Source: an optimization exercise on an open RTL-to-GDS flow (aim: small area, a short achievable clock period and few clock cycles). Production flows keep margins and buffers that such runs may drop.
RTL that was checked went through simulation tests only; none was proved equivalent to the original.
Power figures rest on the tool's default switching activity, not on a simulated workload.

the previous run:
// divider
module divider(
	input wire [31:0] dividend,
	input wire [31:0] divisor,
	input clk,
	input rst,
	input start,
	output wire [31:0] quotient,
	output wire [31:0] remainder,
	output wire busy,
	output wire done
);
	reg [31:0] q;
	reg [31:0] r;
	reg [31:0] d;
	reg [4:0] cnt;
	reg running;
	reg align;
	reg done_r;
	assign quotient = q;
	assign remainder = r;
	assign busy = running;
	assign done = done_r;
	function [5:0] lzc;
		input [31:0] x;
		integer k;
		begin
			lzc = 6'd32;
			for (k = 0; k < 32; k = k + 1)
				if (x[k]) lzc = 6'd31 - k;
		end
	endfunction
	wire [5:0] zr = lzc(r);
	wire [5:0] zd = lzc(d);
	wire d_zero = (d == 32'd0);
	wire r_less = (zr > zd);            
	wire [4:0] sh = zd[4:0] - zr[4:0];   
	wire [32:0] diff = {1'b0, r} - {1'b0, d};
	wire ge = ~diff[32];
	always @(posedge clk) begin
		if (rst) begin
			running <= 1'b0;
			done_r <= 1'b0;
			align <= 1'b0;
		end
		else if (!running) begin
			if (start) begin
				r <= dividend;
				d <= divisor;
				running <= 1'b1;
				align <= 1'b1;
				done_r <= 1'b0;
			end
		end
		else if (align) begin
			align <= 1'b0;
			q <= {32{d_zero}};
			d <= d << sh;
			cnt <= sh;
			if (d_zero || r_less) begin
				running <= 1'b0;
				done_r <= 1'b1;
			end
		end
		else begin
			if (ge) r <= diff[31:0];
			q <= {q[30:0], ge};
			d <= d >> 1;
			cnt <= cnt - 5'd1;
			if (cnt == 5'd0) begin
				running <= 1'b0;
  ...
clock: 8.0 ns
lec_check: 0
abc_clock_period_in_ps: 3000
cap_margin: 20
core_margin: 2
core_utilization: 40
place_density: 0.6
setup_slack_margin: 4.5
slew_margin: 20
run.sh (not shown) runs the stock make flow with config.mk's settings and CLKGATE_MAP_FILE= SYNTH_SCRIPT=/design/flow/synth_recipe.tcl, a recipe that flattens the netlist after the stock synthesis.
Testbench counts of the previous run, summed over its fixed seeds: cycles 12,180.
### the previous run -> the current run
Settings: a deleted ABC_CLOCK_PERIOD_IN_PS that had been 3000; a deleted SETUP_SLACK_MARGIN that had been 4.5.
==> results.txt <==
- The previous run has higher area added between synthesis and finish than the current run.
- A end of the critical path of d[28]$_DFFE_PP_ is what the previous run shows, while d[30]$_DFFE_PP_ belongs to the current run.
- Comparing the current run against the previous run, there is no change at all in cts-stage hold buffer count.
- Slack of the critical path: the current run lower than the previous run
- Of the current run and the previous run, it is the current run that has the higher period utilization.


Setup of north:
divider, a different RTL version from the one above (not shown whole).
Size: about 100 flip-flops, ~10000 um2 of cells after synthesis.
==> flow/design.v (excerpt) <==
module divider(
	input wire [31:0] dividend,
	input wire [31:0] divisor,
	input clk,
	input rst,
	input start,
	output wire [31:0] quotient,
	output wire [31:0] remainder,
	output wire busy,
	output wire done
);
export LEC_CHECK = 0
export CAP_MARGIN = 20
export CORE_MARGIN = 2
export CORE_UTILIZATION = 40
export PLACE_DENSITY = 0.6
export SLEW_MARGIN = 20
create_clock -name core_clock -period 8.0 [get_ports {clk}]
standard.sh (not shown) runs the stock make flow with config.mk's settings and CLKGATE_MAP_FILE= SYNTH_SCRIPT=/design/flow/synth_recipe.tcl, a recipe that flattens the netlist after the stock synthesis.
==> flow/flow/run.sh <==
#!/bin/bash
set -euo pipefail
export BUFFER_PORTS_ARGS="-buffer_cell sky130_fd_sc_hd__buf_1"
bash standard.sh > standard_flow.log 2>&1
The following lists how south was set up differently from north:
# north
export LEC_CHECK = 0
export CAP_MARGIN = 20
export CORE_MARGIN = 2
export CORE_UTILIZATION = 40
export PLACE_DENSITY = 0.6
export SLEW_MARGIN = 20
create_clock -name core_clock -period 8.0 [get_ports {clk}]
# south
export LEC_CHECK = 0
export ABC_CLOCK_PERIOD_IN_PS = 3000
export CAP_MARGIN = 20
export CORE_MARGIN = 2
export CORE_UTILIZATION = 40
export PLACE_DENSITY = 0.6
export SETUP_SLACK_MARGIN = 4.5
export SLEW_MARGIN = 20
create_clock -name core_clock -period 8.0 [get_ports {clk}]
==> flow/run.sh (new file) <==
#!/bin/bash
# synth_recipe.tcl (not shown) runs the flow's synth.tcl, then flattens the netlist and writes it again
# the make line also repeats each setting of config.mk as NAME=value (left out here)
make -C /OpenROAD-flow-scripts/flow DESIGN_CONFIG=/design/flow/config.mk WORK_HOME=/design/flow/orfs CLKGATE_MAP_FILE= SYNTH_SCRIPT=/design/flow/synth_recipe.tcl finish
removed: flow/flow/run.sh
removed: flow/standard.sh
Findings:
Having completed the whole flow, south delivered a layout that passed the timing, design-rule and antenna checks.
The part of the power in registers of south is lower than that of north.
Any difference in number of placed instances, taps included between south and north is small enough to ignore.
From north to south the numbers moved as follows: required time of the worst setup path now smaller, number of maximum-capacitance violations comparable, synthesized-area fraction occupied by and/or/nand/nor cells comparable, routed wire length now larger, total power now larger.
The most common cell after layout, fill and taps aside comes out sky130_fd_sc_hd__buf_1 in one run and sky130_fd_sc_hd__buf_4 in the other, namely in north and south respectively.
The run showing the smaller first-iteration DRC count is north.
Function was not checked in any run of this note: the RTL went through the layout flow alone.

==> separate check: timing with driven ports <==
No port has a modelled driver above. Below, the same layouts with a new extraction and two added sets of constraints.
Step 1 (the two cells are an assumption about what drives the block):
set clk [get_ports {clk}]
set_driving_cell -lib_cell sky130_fd_sc_hd__clkbuf_16 $clk
set_driving_cell -lib_cell sky130_fd_sc_hd__buf_2 [delete_from_list [all_inputs] $clk]
Step 2 moves the port delays by t, midway between the first and last clock arrival at a register: inputs arrive t later, outputs are due t later. That takes back most of the time a late clock gives input paths.
Three values: ideal ports, drivers, drivers and shift; two values: the first two.
| run | t (ns) | setup WS [ns] | hold WS [ns] | worst data-port slew with drivers (ns) |
|---|---|---|---|---|
| the previous run | 0.412 | 3.480 / 3.480 / 3.480 | 0.615 / 0.615 / 0.615 | 0.06 |
| the current run | 0.412 | 2.906 / 2.906 / 2.906 | 0.606 / 0.606 / 0.606 | 0.05 |
| north | 0.404 | 1.182 / 1.182 / 1.182 | 0.554 / 0.554 / 0.554 | 0.04 |
| south | 0.406 | 2.552 / 2.552 / 2.252 | 0.556 / 0.556 / 0.556 | 0.06 |
After both steps setup and hold are still met in every run listed. The setup slack of south, which loses most, moves by 0.000 ns with the drivers and by -0.300 ns with both steps.
